Background: an optimization exercise with open tools, aiming at small area. Do not read the settings as production practice.
The RTL was checked by simulation tests, not by an equivalence proof against the original design.
Power figures rest on the tool's default switching activity, not on a simulated workload.

## lights
module lights(
    input clk,
    input rst,
    input rx,
    output tx,
    output [2*12-1:0] leds
    );
Size in the first run: ~3400 cells after synthesis, ~28 I/O pins.
==> flow/config.mk <==
export PLATFORM = sky130hd
export DESIGN_NAME = lights
export DESIGN_NICKNAME = lights
export VERILOG_FILES = /design/flow/design.v
export SDC_FILE = /design/flow/constraint.sdc
export NUM_CORES = 4
export LEC_CHECK = 0
export CAP_MARGIN = 20
export CORE_MARGIN = 2
export CORE_UTILIZATION = 70
export SLEW_MARGIN = 20
==> flow/constraint.sdc <==
create_clock -name core_clock -period 10.0 [get_ports {clk}]
set_input_delay 2.0000 -clock core_clock [delete_from_list [all_inputs] [get_ports {clk}]]
set_output_delay 2.0000 -clock core_clock [all_outputs]
set_load 0.01 [all_outputs]
standard.sh (not shown) runs the stock make flow with config.mk's settings and CLKGATE_MAP_FILE= SYNTH_SCRIPT=/design/flow/synth_recipe.tcl, a recipe that flattens the netlist after the stock synthesis.
==> flow/flow/run.sh <==
#!/bin/bash
# The standard layout (standard.sh) with three changes:
#  - synthesis maps the logic with an area-oriented ABC script (flow/area.abc)
#    in place of ORFS's speed script; the standard flow's synthesis script is otherwise
#    used as is (same flip-flop mapping and register names);
#  - ports are buffered with buf_1 (BUFFER_PORTS_ARGS);
#  - clock tree synthesis uses clkbuf_8 leaf clusters of at most 18 sinks
#    within 60 um and no dummy loads.
# The make output goes to flow.log; ORFS keeps each step's log in orfs/logs.
set -euo pipefail
here=$(pwd)
cat > "$here/area_synth.tcl" <<TCL
proc abc {args} {
    set i [lsearch -exact \$args -script]
    if {\$i >= 0} { lset args [expr {\$i + 1}] $here/flow/area.abc }
    yosys abc {*}\$args
}
source $here/synth_recipe.tcl
TCL
sed "s#SYNTH_SCRIPT=[^ ]*#SYNTH_SCRIPT=$here/area_synth.tcl#" standard.sh > area_standard.sh
export CTS_ARGS="-sink_clustering_enable -repair_clock_nets -dont_use_dummy_load -buf_list sky130_fd_sc_hd__clkbuf_8 -sink_clustering_size 18 -sink_clustering_max_diameter 60"
export BUFFER_PORTS_ARGS="-buffer_cell sky130_fd_sc_hd__buf_1"
bash area_standard.sh > flow.log 2>&1
==> flow/flow/area.abc <==
strash
&get -n
&deepsyn -T 150
&put
dc2
strash
dch -f
map -a
mfs2
strash
dc2
strash
dch -f
map -a
mfs2
strash
dc2
dch -f
map -a
topo
==> next run, changes <==
--- a/flow/flow/run.sh
+++ b/flow/flow/run.sh
@@ -2 +2 @@
-# The standard layout (standard.sh) with three changes:
+# The standard layout (standard.sh) with two changes:
@@ -6,3 +6,2 @@
-#  - ports are buffered with buf_1 (BUFFER_PORTS_ARGS);
-#  - clock tree synthesis uses clkbuf_8 leaf clusters of at most 18 sinks
-#    within 60 um and no dummy loads.
+#  - clock tree synthesis uses clkbuf_8 leaf clusters of at most 18 sinks and
+#    no dummy loads.
@@ -21,2 +20 @@
-export CTS_ARGS="-sink_clustering_enable -repair_clock_nets -dont_use_dummy_load -buf_list sky130_fd_sc_hd__clkbuf_8 -sink_clustering_size 18 -sink_clustering_max_diameter 60"
-export BUFFER_PORTS_ARGS="-buffer_cell sky130_fd_sc_hd__buf_1"
+export CTS_ARGS="-sink_clustering_enable -repair_clock_nets -dont_use_dummy_load -buf_list sky130_fd_sc_hd__clkbuf_8 -sink_clustering_size 20 -sink_clustering_max_diameter 45"
==> flow/flow/area.abc (replaced) <==
strash
dch -f
map -a
mfs2
strash
dch -f
map -a
mfs2
strash
dch -f
map -a
topo
What happened: Power rises by about 5.3%; cell area is higher by about 1.7%; setup slack improves by 350 ps; fmax came out higher by 4.4%; die area rises by about 1.1%; via count came out higher by 4.2%; sequential share of layout area is lower by 1.3 points; wire length rose by 4.9%.

Another version of the RTL of lights (not shown whole).
Size: ~3400 cells after synthesis, roughly 28 I/O pins.
Settings: LEC_CHECK=0, CAP_MARGIN=20, CORE_MARGIN=2, CORE_UTILIZATION=70, SLEW_MARGIN=20; clock period 10.0 ns.
==> flow/flow/run.sh <==
#!/bin/bash
# Standard ORFS layout (the standard.sh) with clock tree synthesis
# arguments of our own: one clock buffer type, sized sink clusters and no
# dummy loads. The make output goes to flow.log; ORFS keeps each step's log
# under orfs/logs.
set -euo pipefail
export CTS_ARGS="-sink_clustering_enable -repair_clock_nets -dont_use_dummy_load -buf_list sky130_fd_sc_hd__clkbuf_8 -sink_clustering_size 18 -sink_clustering_max_diameter 50"
bash standard.sh > flow.log 2>&1
The first run completed without violations.
Edit:
==> flow/flow/run.sh (replaced) <==
#!/bin/bash
# Standard ORFS layout (the standard.sh) with clock tree synthesis
# arguments of our own: one clock buffer type, sized sink clusters and no
# dummy loads. The make output goes to flow.log; ORFS keeps each step's log
# under orfs/logs.
set -euo pipefail
export CTS_ARGS="-sink_clustering_enable -repair_clock_nets -dont_use_dummy_load -buf_list sky130_fd_sc_hd__clkbuf_8 -sink_clustering_size 22 -sink_clustering_max_diameter 55"
bash standard.sh > flow.log 2>&1
The new run finished clean.
Clock power went down by about 6%.
Clock skew went down by 25 ps.
Wire length hardly moves.
Sequential share of layout area went up by 0.34 points.
Via count went down by 0.42%.
Worst hold slack loses 8.1 ps.

-- what the ideal ports hide --
Ports are ideal in the flow. The routed layouts listed here were re-timed in OpenROAD. Step 1 sets driving cells, clkbuf_16 on the clock port and buf_2 on the other inputs (assumed; they add their load-dependent delay and slew). Step 2, shift: input delay + t, output delay - t, t = (earliest + latest rising clock arrival at the registers) / 2. This alone moves slack from input paths to output paths. Slacks: no drivers / after step 1 / after step 2; pairs: no drivers / after step 1.
| run | t (ns) | slack for setup (ns) | hold WS [ns] | worst setup path at the end |
|---|---|---|---|---|
| the first run of note 1 | 0.774 | 1.740 / 1.680 / 2.455 | 0.280 / 0.280 / 0.280 | register to output |
| the second run of note 1 | 0.790 | 2.091 / 2.032 / 2.822 | 0.277 / 0.277 / 0.277 | register to output |
| the first run of note 2 | 0.788 | 3.329 / 3.265 / 4.053 | 0.263 / 0.263 / 0.263 | register to output |
| the second run of note 2 | 0.771 | 3.349 / 3.284 / 4.055 | 0.255 / 0.255 / 0.255 | register to output |
After both steps setup and hold are still met in every run listed.
